From an optimization exercise on the open Yosys and OpenROAD flow, aimed at small area; shortcuts taken in it are not production practice. Function was checked by simulation only, so behaviour that the tests miss may differ from the original. Power is estimated from default activity; no workload was simulated.

==> flow/design.v <==
`timescale 1ns / 1ps
module rgbcapture(
    input clk,
    input rst,
    input red,
    input green,
    input blue,
    input sync,
    input ack,
    output req,
    output [14:0] addr,
    output [7:0] data,
    output frm
  );
localparam LINE_START = 47;
localparam PIX_START = 48;
localparam PIX_PHASE = 3;
reg sync_z1;
reg sync_ok;
reg field;
reg divsel;
reg [2:0] clk_ctr;
reg [8:0] pix_ctr;
reg [8:0] line_ctr;
reg [2:0] pix_rdy;
reg [7:0] pix_buff [0:2];
reg [7:0] pix_we;
reg [14:0] addr_ctr;
reg [2:0] tpg;
wire [2:0] clk_div = divsel ? 3'd4 : 3'd3;     
wire sync_fe = ~sync && sync_z1;
wire sync_to = (pix_ctr == 384 + 1);
wire h_sync = sync_fe || sync_to;
wire v_sync = sync_ok && sync_to || ~sync_ok && (line_ctr == 312);
wire v_actv = (line_ctr >= LINE_START && line_ctr < LINE_START + 240);
wire h_actv = (pix_ctr >= PIX_START && pix_ctr < PIX_START + 320);
wire p_samp = (clk_ctr == PIX_PHASE);
wire red_pix = sync_ok ? red : tpg[1];
wire green_pix = sync_ok ? green : tpg[2];
wire blue_pix = sync_ok ? blue : tpg[0];
assign addr = addr_ctr;
assign req = |pix_rdy;
assign data = pix_rdy[0] ? pix_buff[0] : pix_rdy[1] ? pix_buff[1] : pix_buff[2];
assign frm = field && v_sync;
  always @(posedge clk)
  if (rst)
    begin
      sync_z1 <= 1'b0;
      sync_ok <= 1'b0;
      field <= 1'b0;
      divsel <= 1'b0;
      clk_ctr <= 3'd0;
      pix_ctr <= 9'd0;
      line_ctr <= 9'd0;
      pix_rdy <= 3'b000;
      addr_ctr <= 15'd0;
    end
  else
    begin
      sync_z1 <= sync;
      if (sync_fe)
        sync_ok <= 1'b1;
      else if (sync_to)
        sync_ok <= 1'b0;
      if (h_sync)
        begin
          clk_ctr <= 3'd4;
          divsel <= 1'b0;
        end
      else if (~|clk_ctr)
        begin
          clk_ctr <= clk_div;
          divsel <= ~divsel;
        end
      else
        clk_ctr <= clk_ctr - 1'b1;
      if (h_sync)
        begin
          pix_ctr <= 9'd0;
          if (v_sync)
            begin
              line_ctr <= 9'd0;
              field <= ~field;
            end
          else
            line_ctr <= line_ctr + 1'b1;
        end
      else if (~|clk_ctr)
        pix_ctr <= pix_ctr + 1'b1;
      if (pix_we[0])
        begin
          pix_buff[0][7] <= red_pix;
          pix_buff[0][6] <= green_pix;
          pix_buff[0][5] <= blue_pix;
        end
      if (pix_we[1])
        begin
          pix_buff[0][4] <= red_pix;
          pix_buff[0][3] <= green_pix;
          pix_buff[0][2] <= blue_pix;
        end
      if (pix_we[2])
        begin
          pix_buff[0][1] <= red_pix;
          pix_buff[0][0] <= green_pix;
          pix_buff[1][7] <= blue_pix;
        end
      if (pix_we[3])
        begin
          pix_buff[1][6] <= red_pix;
          pix_buff[1][5] <= green_pix;
          pix_buff[1][4] <= blue_pix;
        end
      if (pix_we[4])
        begin
          pix_buff[1][3] <= red_pix;
          pix_buff[1][2] <= green_pix;
          pix_buff[1][1] <= blue_pix;
        end
      if (pix_we[5])
        begin
          pix_buff[1][0] <= red_pix;
          pix_buff[2][7] <= green_pix;
          pix_buff[2][6] <= blue_pix;
        end
      if (pix_we[6])
        begin
          pix_buff[2][5] <= red_pix;
          pix_buff[2][4] <= green_pix;
          pix_buff[2][3] <= blue_pix;
        end
      if (pix_we[7])
        begin
          pix_buff[2][2] <= red_pix;
          pix_buff[2][1] <= green_pix;
          pix_buff[2][0] <= blue_pix;
        end
      if (pix_we[2])
        pix_rdy[0] <= 1'b1;
      else if (ack)
        pix_rdy[0] <= 1'b0;
      if (pix_we[5])
        pix_rdy[1] <= 1'b1;
      else if (ack)
        pix_rdy[1] <= 1'b0;
      if (pix_we[7])
        pix_rdy[2] <= 1'b1;
      else if (ack)
        pix_rdy[2] <= 1'b0;
      if (v_sync)
         addr_ctr <= 15'd0;
      else if (ack)
         addr_ctr <= addr_ctr + 1'b1;
    end
  always @(*)
    if (v_actv && h_actv && p_samp)
      case (pix_ctr[2:0])
        3'd0: pix_we = 8'b00000001;
        3'd1: pix_we = 8'b00000010;
        3'd2: pix_we = 8'b00000100;
        3'd3: pix_we = 8'b00001000;
        3'd4: pix_we = 8'b00010000;
        3'd5: pix_we = 8'b00100000;
        3'd6: pix_we = 8'b01000000;
        3'd7: pix_we = 8'b10000000;
      endcase
    else
      pix_we = 8'b00000000;
  always @(*)
    casez (pix_ctr[8:5])
      4'b000?: tpg = 3'b000;
      4'b0010: tpg = 3'b000;
      4'b0011: tpg = 3'b001;
      4'b0100: tpg = 3'b010;
      4'b0101: tpg = 3'b011;
      4'b0110: tpg = 3'b100;
      4'b0111: tpg = 3'b101;
      4'b1000: tpg = 3'b110;
      4'b1001: tpg = 3'b111;
      4'b101?: tpg = 3'b000;
      4'b11??: tpg = 3'b000;
    endcase
endmodule
`timescale 1ns / 1ps
module lcdcontrol(
    input clk,
    input rst,
    output flm,
    output cl1,
    output cl2,
    output [7:0] lcd_d,
    output req,
    input ack,
    output [14:0] addr,
    input [7:0] data,
    input frm
  );
localparam BYTE_DIV = 12 - 1;          
localparam LINE_DIV = 120 + 4 - 1;     
localparam FRAME_DIV = 240 + 1;        
reg frm_z1;
reg flm_reg;
reg cl1_reg;
reg cl2_reg;
reg req_reg;
reg [7:0] lcd_data;
reg [3:0] clk_ctr;
reg [6:0] byte_ctr;
reg [9:0] line_ctr;
reg [14:0] addr_ctr;
wire f_top = (line_ctr == 0 * FRAME_DIV || line_ctr == 1 * FRAME_DIV || line_ctr == 2 * FRAME_DIV);
wire f_end = (line_ctr == 3 * FRAME_DIV);
wire h_act = (byte_ctr < 7'd120);
wire h_clk = (byte_ctr == 7'd120);
wire h_end = (byte_ctr == LINE_DIV);
wire b_end = (clk_ctr == BYTE_DIV);
assign flm = flm_reg;
assign cl1 = cl1_reg;
assign cl2 = cl2_reg;
assign req = req_reg;
assign lcd_d = lcd_data;
assign addr = addr_ctr;
  always @(posedge clk)
  if (rst)
    begin
      frm_z1 <= 1'b0;
      flm_reg <= 1'b0;
      cl1_reg <= 1'b0;
      cl2_reg <= 1'b0;
      req_reg <= 1'b0;
      lcd_data <= 8'd0;
      clk_ctr <= 4'd0;
      byte_ctr <= 7'd0;
      line_ctr <= 10'd0;
      addr_ctr <= 15'd0;
    end
  else
    begin
      frm_z1 <= frm;
      if (~frm_z1 && frm)
        begin
          clk_ctr <= 4'd0;
          byte_ctr <= 7'd0;
          line_ctr <= 10'd0;
        end
      else if (~f_end)
        if (b_end)
          begin
            clk_ctr <= 4'd0;
            if (h_end)
              begin
                byte_ctr <= 7'd0;
                line_ctr <= line_ctr + 1'b1;
              end
            else
              byte_ctr <= byte_ctr + 1'b1;
          end
        else
          clk_ctr <= clk_ctr + 1'b1;
      flm_reg <= f_top;
      cl1_reg <= h_clk;
      cl2_reg <= h_act ? clk_ctr[3] : 1'b0;
      if (f_top && ~|byte_ctr && ~|clk_ctr)
        addr_ctr <= 15'd0;
      else if (ack)
        addr_ctr <= addr_ctr + 1'b1;
      if (ack)
        lcd_data <= data;
      if (ack)
        req_reg <= 1'b0;
      else if (~f_end && h_act && ~|clk_ctr)
        req_reg <= 1'b1;
    end
endmodule
`timescale 1ns / 1ps
module ramcontrol(
    input clk,
    input rst,
    output [14:0] addr,
    output noe,
    output nwe,
    output reg ena,
    input [14:0] rd_addr,
    input rd_req,
    output reg rd_ack,
    input [14:0] wr_addr,
    input wr_req,
    output reg wr_ack
    );
localparam ADDR = 0, RD_0 = 1, RD_1 = 2, WR_0 = 3, WR_1 = 4;
reg rnw, oe, we;
reg oe_reg;
reg we_reg;
reg [2:0] curr_state;
reg [2:0] next_state;
assign addr = rnw ? rd_addr : wr_addr;
assign noe = ~oe_reg;
assign nwe = ~we_reg;
  always @(posedge clk)
  if (rst)
    begin
      oe_reg <= 1'b0;
      we_reg <= 1'b0;
      curr_state <= ADDR;
    end
  else
    begin
      curr_state <= next_state;
      oe_reg <= oe;
      we_reg <= we;
    end
  always @(*)
    case (curr_state)
      RD_0:
        begin
          { rd_ack, wr_ack } = 2'b00;
          { ena, rnw, oe, we } = 4'b0110;
          next_state = RD_1;
        end
      RD_1:
        begin
          { rd_ack, wr_ack } = 2'b10;
          { ena, rnw, oe, we } = 4'b0100;
          next_state = ADDR;
        end
      WR_0:
        begin
          { rd_ack, wr_ack } = 2'b00;
          { ena, rnw, oe, we } = 4'b1001;
          next_state = WR_1;
        end
      WR_1:
        begin
          { rd_ack, wr_ack } = 2'b01;
          { ena, rnw, oe, we } = 4'b1000;
          next_state = ADDR;
        end
      default:
        begin
          { rd_ack, wr_ack } = 2'b00;
          if (rd_req)
            begin
              { ena, rnw, oe, we } = 4'b0110;
              next_state = RD_0;
            end
          else if (wr_req)
            begin
              { ena, rnw, oe, we } = 4'b0001;
              next_state = WR_0;
            end
          else
            begin
              { ena, rnw, oe, we } = 4'b0100;
              next_state = ADDR;
            end
        end
    endcase
endmodule
`timescale 1ns / 1ps
module pwrmanage (
    input clk,
    input rst,
    input btn,
    output pwon,
    output vcon
    );
localparam OFF = 0, UP_0 = 1, UP_1 = 2, ON = 3, DN_0 = 4, DN_1 = 5;
reg tmr_rst;
reg [19:0] timer;
reg [2:0] curr_state;
reg [2:0] next_state;
reg pw, vc;
reg pw_reg;
reg vc_reg;
wire tmr_tc = (timer == 20'hfffff);
assign pwon = pw_reg;
assign vcon = vc_reg;
  always @(posedge clk)
  if (rst)
    begin
      timer <= 20'd0;
      curr_state <= OFF;
      pw_reg <= 1'b0;
      vc_reg <= 1'b0;
    end
  else
    begin
      pw_reg <= pw;
      vc_reg <= vc;
      curr_state <= next_state;
      if (tmr_rst)
        timer <= 20'd0;
      else
        timer <= timer + 1'b1;
    end
  always @(*)
    case (curr_state)
      UP_0:      
        begin
          { pw, vc } = 2'b00;
          tmr_rst = btn;
          if (tmr_tc)
            next_state = UP_1;
          else
            next_state = UP_0;
        end
      UP_1:      
        begin
          { pw, vc } = 2'b01;
          tmr_rst = 1'b0;
          if (tmr_tc)
            next_state = ON;
          else
            next_state = UP_1;
        end
      ON:        
        begin
          { pw, vc } = 2'b11;
          tmr_rst = ~btn;
          if (tmr_tc)
            next_state = DN_0;
          else
            next_state = ON;
        end
      DN_0:      
        begin
          { pw, vc } = 2'b11;
          tmr_rst = btn;
          if (tmr_tc)
            next_state = DN_1;
          else
            next_state = DN_0;
        end
      DN_1:      
        begin
          { pw, vc } = 2'b01;
          tmr_rst = 1'b0;
          if (tmr_tc)
            next_state = OFF;
          else
            next_state = DN_1;
        end
      default:   
        begin
          { pw, vc } = 2'b00;
          tmr_rst = ~btn;
          if (tmr_tc)
            next_state = UP_0;
          else
            next_state = OFF;
        end
    endcase
endmodule
`timescale 1ns / 1ps
module flatoric(
    input CLK,                   
    input RST,                   
    input RED,                   
    input GREEN,                 
    input BLUE,                  
    input SYNC,                  
    input BTN1,                  
    input  [7:0] DATA_I,         
    output [7:0] DATA_O,         
    output DATA_OE,              
    output [14:0] ADDR,          
    output NOE,                  
    output NWE,                  
    output NCE,                  
    output FLM,                  
    output CL1,                  
    output CL2,                  
    output [7:0] LCD_D,          
    output NDOFF,                
    output VCON,                 
    output LD2,                  
    output CFL                   
  );
reg red_ck;
reg green_ck;
reg blue_ck;
reg sync_ck;
reg btn1_ck;
wire frm, ena, pwon;
wire rd_req, wr_req;
wire rd_ack, wr_ack;
wire [14:0] rd_addr;
wire [14:0] wr_addr;
wire [7:0] rd_data = DATA_I;
wire [7:0] wr_data;
assign NDOFF = pwon;
assign CFL = pwon;
assign LD2 = ~pwon;
assign NCE = ~pwon;
assign DATA_O = wr_data;
assign DATA_OE = ena;
  always @(posedge CLK)
  if (RST)
  begin
    red_ck <= 1'b0;
    green_ck <= 1'b0;
    blue_ck <= 1'b0;
    sync_ck <= 1'b0;
    btn1_ck <= 1'b0;
  end
  else
  begin
    red_ck <= RED;
    green_ck <= GREEN;
    blue_ck <= BLUE;
    sync_ck <= SYNC;
    btn1_ck <= BTN1;
  end
  rgbcapture u1 (
    .clk(CLK),
    .rst(RST),
    .red(red_ck),
    .green(green_ck),
    .blue(blue_ck),
    .sync(sync_ck),
    .req(wr_req),
    .ack(wr_ack),
    .addr(wr_addr),
    .data(wr_data),
    .frm(frm)
  );
  lcdcontrol u2 (
    .clk(CLK),
    .rst(RST),
    .flm(FLM),
    .cl1(CL1),
    .cl2(CL2),
    .lcd_d(LCD_D),
    .req(rd_req),
    .ack(rd_ack),
    .addr(rd_addr),
    .data(rd_data),
    .frm(frm)
  );
  ramcontrol u3 (
    .clk(CLK),
    .rst(RST),
    .addr(ADDR),
    .noe(NOE),
    .nwe(NWE),
    .ena(ena),
    .rd_addr(rd_addr),
    .rd_req(rd_req),
    .rd_ack(rd_ack),
    .wr_addr(wr_addr),
    .wr_req(wr_req),
    .wr_ack(wr_ack)
  );
  pwrmanage u4 (
    .clk(CLK),
    .rst(RST),
    .btn(btn1_ck),
    .pwon(pwon),
    .vcon(VCON)
  );
endmodule
==> flow/run.sh <==
#!/bin/bash
# synth_recipe.tcl (not shown) runs the flow's synth.tcl, then flattens the netlist and writes it again
# the make line also repeats each setting of config.mk as NAME=value (left out here)
make -C /OpenROAD-flow-scripts/flow DESIGN_CONFIG=/design/flow/config.mk WORK_HOME=/design/flow/orfs CLKGATE_MAP_FILE= SYNTH_SCRIPT=/design/flow/synth_recipe.tcl finish
==> flow/config.mk <==
export PLATFORM = sky130hd
export DESIGN_NAME = flatoric
export DESIGN_NICKNAME = flatoric
export VERILOG_FILES = /design/flow/design.v
export SDC_FILE = /design/flow/constraint.sdc
export NUM_CORES = 4
export LEC_CHECK = 0
export CAP_MARGIN = 20
export CORE_MARGIN = 2
export CORE_UTILIZATION = 40
export SLEW_MARGIN = 20
==> flow/constraint.sdc <==
create_clock -name core_clock -period 10.0 [get_ports {CLK}]
set_input_delay 2.0000 -clock core_clock [delete_from_list [all_inputs] [get_ports {CLK}]]
set_output_delay 2.0000 -clock core_clock [all_outputs]
set_load 0.01 [all_outputs]
==> impl_metrics.json, run 1 <==
{
  "finalHoldViolCount": 0,
  "htreeDepth": 4,
  "powerDensity_mw_per_mm2": 172,
  "critical_path_class": "reg2out",
  "largest_register": "u1.pix_buff",
  "dr.max_layer_used": "met4",
  "wl_met1_um": 7240,
  "via_per_inst": 5.05,
  "ant_nets": 0,
  "maxCapViolations": 0,
  "rows": 49,
  "antenna_cells": 0,
  "synth_nets": 809,
  "cts-resized-gates": 0,
  "clock.fmax_mhz": 202,
  "path_clk_slew_ns": 0.06,
  "end_kind": "output port",
  "seq_area_frac_synth_pct": 47.5,
  "tritoncts": "done",
  "die_h_um": 138,
  "grt_pass1_vias": 5036,
  "fillCellCount": 1688,
  "start_util_pct": 40.4,
  "die_area_mm2": 0.0191,
  "routabilityCongestion": 0.774,
  "post-route-util_pct": 47.8,
  "placed_cells": 1027,
  "hold_slack_ns": 0.454,
  "initialDrtViolationCount": 275,
  "synth_top_area_cell": "dfxtp_1",
  "path_buf_inv": 1,
  "wl_met2_um": 6280,
  "period_share_pct": 49.6,
  "ctsHoldBuffers": 0,
  "fp.dieW_um": 138,
  "status": "finished clean",
  "seqCellArea_mm2": 0.00342,
  "yosysTopAreaCellShare_pct": 37.5,
  "skew_ns": 0.0104,
  "io_pins": 57,
  "place_area_mm2": 0.00791,
  "wl_per_cell_um": 13.5,
  "cts_buffer_depth": 2,
  "clock-sinks": 159,
  "grt_max_degree": 52,
  "arrival_ns": 2.96,
  "path_cells": "nor3_1, nor2_1, o21ai_0, and3_1, mux2_2, clkdlybuf4s50_1",
  "clock_latency_ns": 0.43,
  "yosysMostFrequentCell": "dfxtp_1",
  "nNetsFinal": 850,
  "wl_met3_um": 504,
  "min_path_type": "reg2reg",
  "maxSlewHeadroom_pct": 32.5,
  "p_leak_nw": 3.03,
  "period_needed_ns": 4.96,
  "vias": 5347,
  "multiInputGateArea_mm2": 0.00353,
  "dp.final_hpwl_um": 9780,
  "final_cells": 1059,
  "grt_pass1_wl_um": 24300,
  "setup_viol": 0,
  "synthArstFlopShare_pct": 0,
  "startpoint_type": "register",
  "yosys.cell_types.count": 59,
  "cts_buffers": 17,
  "synth_top_flop_cell": "dfxtp_1",
  "synth_area_leaders": "dfxtp_1 (38%), edfxtp_1 (10%), nor2_1 (5.3%)",
  "critPathTopFamily": "simple AND/OR/NAND/NOR gates",
  "synth-edff-count": 24,
  "synth_commonest_cells": "dfxtp_1 (135), nor2_1 (101), nand2_1 (77), xor2_1 (42), nor3_1 (36)",
  "timing.final.max_slew_violations": 0,
  "top_regs": "u1.pix_buff (24), u4.timer (20)",
  "syn_avg_cell_area_um2": 9.28,
  "rsz0062_at_grt": "false",
  "ys_warn_count": 6,
  "final_cell_area_mm2": 0.00853,
  "peakVddDrop_v": 0.000119,
  "critPathMaxFanout": 15,
  "area.growth.synth_to_final_pct": 18.4,
  "cts_setup_buffers": 0,
  "antenna_found_initial": 0,
  "core_mm2": 0.0178,
  "critPathRequiredTime_ns": 8.00,
  "gr-total-overflow": 0,
  "grt_usage_pct": 15.5,
  "drive_gt1_share_pct": 8.07,
  "worst_path_max_delay_cell": "and3_1",
  "root_buffer": "clkbuf_16",
  "wl_um": 14300,
  "synth_cells": 776,
  "syn-cell-area_mm2": 0.00720,
  "largest_reg_flops": 24,
  "numPortBuffers": 56,
  "drc": 0,
  "synth-seq-cells": 159,
  "max_stage_delay_ns": 0.66,
  "worst_slew_pin_slew_ns": 1.01,
  "setup-tns-final_ns": 0,
  "dr.pass1.iters": 5
}
metrics by stage:
step / total power, mW / worst slack (ns)
floorplan: 0.792 / 6.26
global placement: 0.823 / 5.51
detailed placement: 0.822 / 5.50
CTS: 1.48 / 5.02
global route: 1.53 / 4.73
finish: 1.47 / 5.04
final cells by class:
type / instances / area share (%)
tap: 229 / 3.36
inverter: 22 / 0.968
clock inverter: 10 / 1.13
timing repair buffer: 60 / 6.87
clock buffer: 22 / 6.19
multi-input combinational: 557 / 41.4
sequential: 159 / 40.1
kinds of logic after synthesis:
logic type	after synthesis	synth area share, %
mux	30	4.48
buf+inv	60	3.51
compound gates	80	7.26
xor+xnor	77	9.36
flops	159	47.5
fa+ha+maj	18	3.13
simple gates	352	24.7
layout by cell type (no fill, tap or decap), types with 3 or more instances in the layout:
cell / Yosys / layout
a21o_1: 5 / 5
a21oi_1: 28 / 28
a22o_1: 4 / 4
and2_1: 8 / 8
and3_1: 17 / 17
and4_1: 10 / 10
buf_4: 3 / 4
clkbuf_16: 0 / 20
clkdlybuf4s50_1: 0 / 55
clkinv_2: 0 / 3
clkinv_4: 0 / 4
dfxtp_1: 135 / 135
edfxtp_1: 24 / 24
ha_1: 18 / 18
inv_1: 22 / 22
mux2_2: 18 / 18
mux2i_1: 12 / 12
nand2_1: 77 / 77
nand3_1: 31 / 31
nand3b_1: 4 / 4
nand4_1: 25 / 25
nand4b_1: 3 / 3
nor2_1: 101 / 101
nor2b_1: 9 / 9
nor3_1: 36 / 36
nor4_1: 5 / 5
nor4b_1: 4 / 4
o21ai_0: 23 / 22
or3_1: 6 / 6
xnor2_1: 35 / 35
xor2_1: 42 / 42
where the power goes:
part	switching [mW]	leakage (nW)	internal (mW)	total, mW
logic	0.0652	1.43	0.0507	0.116
registers	0.0214	1.29	0.671	0.692
clock network	0.260	0.308	0.402	0.662
total	0.347	3.03	1.12	1.47
final timing paths:
kind,to,start,slack (ns),cells past startpoint
hold / removal,u2.lcd_data[4],u2.lcd_data[4],0.45,2
hold reg to reg,u2.lcd_data[4],u2.lcd_data[4],0.45,2
setup / recovery,ADDR[9],u1.pix_rdy[1],5.04,6
setup reg to reg,u1.line_ctr[6],u1.line_ctr[0],7.50,7
worst register-to-register path: cells and delay by family, from the launching register on:
kind,cells,cell delay [ns]
compound gates,3,1.30
fa+ha+maj,1,0.14
buf+inv,1,0.07
flops,1,0.35
simple gates,2,0.55
per-layer routing:
layer / up-vias / GRT usage (%)
met3: 18 / 3.60
met4: 0 / 6.18
met1: 2472 / 21.3
met5: - / 0
met2: 78 / 23.7
li1: 2779 / -
==> run 2, diff against run 1 <==
--- a/flow/config.mk
+++ b/flow/config.mk
@@ -10,2 +10,3 @@
 export CORE_UTILIZATION = 40
+export CTS_BUF_LIST = sky130_fd_sc_hd__clkbuf_8
 export SLEW_MARGIN = 20
==> run 2 against run 1 <==
  * Largest power group unchanged
  * Sequential power about the same
  * Via count shrank 0.75%
  * Final area is 2.1% lower
  * Count of clock-buffer cells in the layout is 3 lower
  * Register-to-register slack barely moved
  * Area after synthesis unchanged
==> impl_metrics.json, run 2 <==
{
  "period_share_pct": 49.8,
  "p_leak_nw": 2.94,
  "tritoncts": "done",
  "synth_cells": 776,
  "yosysMostFrequentCell": "dfxtp_1",
  "power_mw": 1.33,
  "ys_warn_count": 6,
  "cts-resized-gates": 0,
  "syn-cell-area_mm2": 0.00720,
  "rows": 49,
  "maxCapViolations": 0,
  "die_area_mm2": 0.0191,
  "timing.final.max_slew_violations": 0,
  "place_area_mm2": 0.00791,
  "synth-seq-cells": 159,
  "gr-total-overflow": 0,
  "maxSlewHeadroom_pct": 31.7,
  "cts_setup_buffers": 0,
  "fp.dieW_um": 138,
  "clock-sinks": 159,
  "numPortBuffers": 56,
  "path_clk_slew_ns": 0.09,
  "hold_depth": 2,
  "hold_slack_ns": 0.458,
  "clock_latency_ns": 0.46,
  "r2r_slack_ns": 7.50,
  "critical_path_class": "reg2out",
  "drive_gt1_share_pct": 8.07,
  "setup-tns-final_ns": 0,
  "arrival_ns": 2.98,
  "synth_area_leaders": "dfxtp_1 (38%), edfxtp_1 (10%), nor2_1 (5.3%)",
  "ant_nets": 0,
  "start_util_pct": 40.4,
  "regToRegEndpoint": "u1.line_ctr[6]",
  "cts_buffers": 17,
  "synth_commonest_cells": "dfxtp_1 (135), nor2_1 (101), nand2_1 (77), xor2_1 (42), nor3_1 (36)",
  "cts_buffer_depth": 2,
  "worst_slew_pin_slew_ns": 1.02,
  "die_h_um": 138,
  "holdPathEnd": "u2.lcd_data[4]",
  "seq_area_frac_synth_pct": 47.5,
  "critPathRequiredTime_ns": 8.00,
  "synth-edff-count": 24,
  "r2r_start": "u1.line_ctr[0]",
  "drc": 0,
  "synth_nets": 809,
  "finalHoldViolCount": 0,
  "htreeDepth": 4,
  "top_regs": "u1.pix_buff (24), u4.timer (20)",
  "via_per_inst": 5.01,
  "root_buffer": "clkbuf_8",
  "powerDensity_mw_per_mm2": 159,
  "critPathMaxFanout": 15,
  "grt_max_degree": 52,
  "initialDrtViolationCount": 302,
  "antenna_found_initial": 0,
  "io_pins": 57,
  "final_cell_mix": "dfxtp_1 (135), nor2_1 (101), nand2_1 (77)",
  "largest_register": "u1.pix_buff",
  "skew_ns": 0.0163,
  "routabilityCongestion": 0.774,
  "rsz0062_at_grt": "false",
  "antenna_cells": 0,
  "dr.pass1.iters": 4,
  "startpoint_type": "register",
  "fillCellCount": 1708,
  "min_path_type": "reg2reg",
  "grt_pass1_wl_um": 24200,
  "syn_avg_cell_area_um2": 9.28,
  "nNetsFinal": 850,
  "status": "finished clean",
  "grt_pass1_vias": 4975,
  "clock.fmax_mhz": 201,
  "synth_top_area_cell": "dfxtp_1",
  "placed_cells": 1027,
  "wl_per_cell_um": 13.4,
  "synth_top_flop_cell": "dfxtp_1",
  "yosys.cell_types.count": 59,
  "final_cell_area_mm2": 0.00835,
  "dp.final_hpwl_um": 9780,
  "setup_viol": 0,
  "yosysTopAreaCellShare_pct": 37.5,
  "hp-start": "u2.lcd_data[4]",
  "wl_um": 14200,
  "grt_usage_pct": 15.4,
  "largest_reg_flops": 24,
  "area.growth.synth_to_final_pct": 16.0,
  "final_cells": 1059,
  "end_kind": "output port",
  "ctsHoldBuffers": 0,
  "peakVddDrop_v": 0.0000831,
  "core_mm2": 0.0178,
  "synthArstFlopShare_pct": 0,
  "period_needed_ns": 4.98,
  "final_common_cell": "dfxtp_1",
  "ff2ff_path_depth": 7,
  "vias": 5307
}
[run 2: cells by family after synthesis]
kind of cell / synth area share [%]
AOI/OAI and AO/OA: 7.26
xor gates and xnor gates: 9.36
adders and majority gates: 3.13
buffers and inverters: 3.51
DFF: 47.5
muxes: 4.48
and+or+nand+nor: 24.7
[run 2: how the worst max path moves through the flow]
stage	startpoint	endpoint	slack, ns
after global routing	u1.pix_rdy[1]	ADDR[10]	4.68
after detailed placement	u1.pix_rdy[1]	ADDR[9]	5.50
final	u1.pix_rdy[1]	ADDR[9]	5.02
after floorplan	u1.pix_rdy[0]	ADDR[10]	6.26
after global placement	u1.pix_rdy[1]	ADDR[1]	5.51
after CTS	u1.pix_rdy[1]	ADDR[9]	4.97
[run 2: critical path, cell delays in order, from the launching register on]
cell	delay [ns]
dfxtp_1	0.49
nor3_1	0.25
nor2_1	0.11
o21ai_0	0.14
and3_1	0.64
mux2_2	0.41
clkdlybuf4s50_1	0.48
[run 2: report_power, final]
group | switching (mW) | internal (mW)
combinational | 0.0648 | 0.0507
clock | 0.239 | 0.286
sequential | 0.0213 | 0.670
total | 0.325 | 1.01
[run 2: layer usage]
metal	vias to the layer above	GRT usage [%]	routed length, um
li1	2774	-	-
met1	2438	21.3	7260
met2	82	23.4	6230
met3	13	3.71	506
met4	0	5.85	166
met5	-	0	0
[run 2: layout make-up]
| type | count | area, um^2 | area share [%] |
|---|---|---|---|
| repair buffers | 60 | 586 | 7.01 |
| multi-input cells | 557 | 3530 | 42.2 |
| well taps | 229 | 287 | 3.43 |
| inverters | 22 | 82.6 | 0.989 |
| clock inverters | 13 | 186 | 2.23 |
| clock buffers | 19 | 262 | 3.13 |
| flip-flops and latches | 159 | 3420 | 41.0 |
[run 2: metrics by stage]
stage	util (%)	setup slack, ns
3_5_place_dp	44.3	5.50
3_3_place_gp	44.3	5.51
5_1_grt	46.8	4.68
4_1_cts	46.8	4.97
2_1_floorplan	-	6.26
6_report	46.8	5.02

afterwards: timing with drivers on the ports:
How much do the figures lean on ideal ports? The routed layouts below were timed once more, with nothing changed but the port constraints. Step 1: set_driving_cell puts a clkbuf_16 on CLK and a buf_2 on each other input, an assumption about the parent block. Step 2 times the ports against the registers' clock, not the clock port: input delays grow and output delays shrink by t, the midpoint of the rising clock arrivals with the driver on. Three values: ideal, step 1, step 2; two values: the first two.
| run | t, ns | slack for setup (ns) | hold slack, ns | worst setup path after step 2 | pins driven straight from the clock port |
|---|---|---|---|---|---|
| run 1 | 0.470 | 5.039 / 4.992 / 5.461 | 0.454 / 0.454 / 0.454 | register to output | 1 |
| run 2 | 0.490 | 5.017 / 4.980 / 5.471 | 0.458 / 0.458 / 0.458 | register to output | 1 |
After both steps every run listed still meets setup and hold.
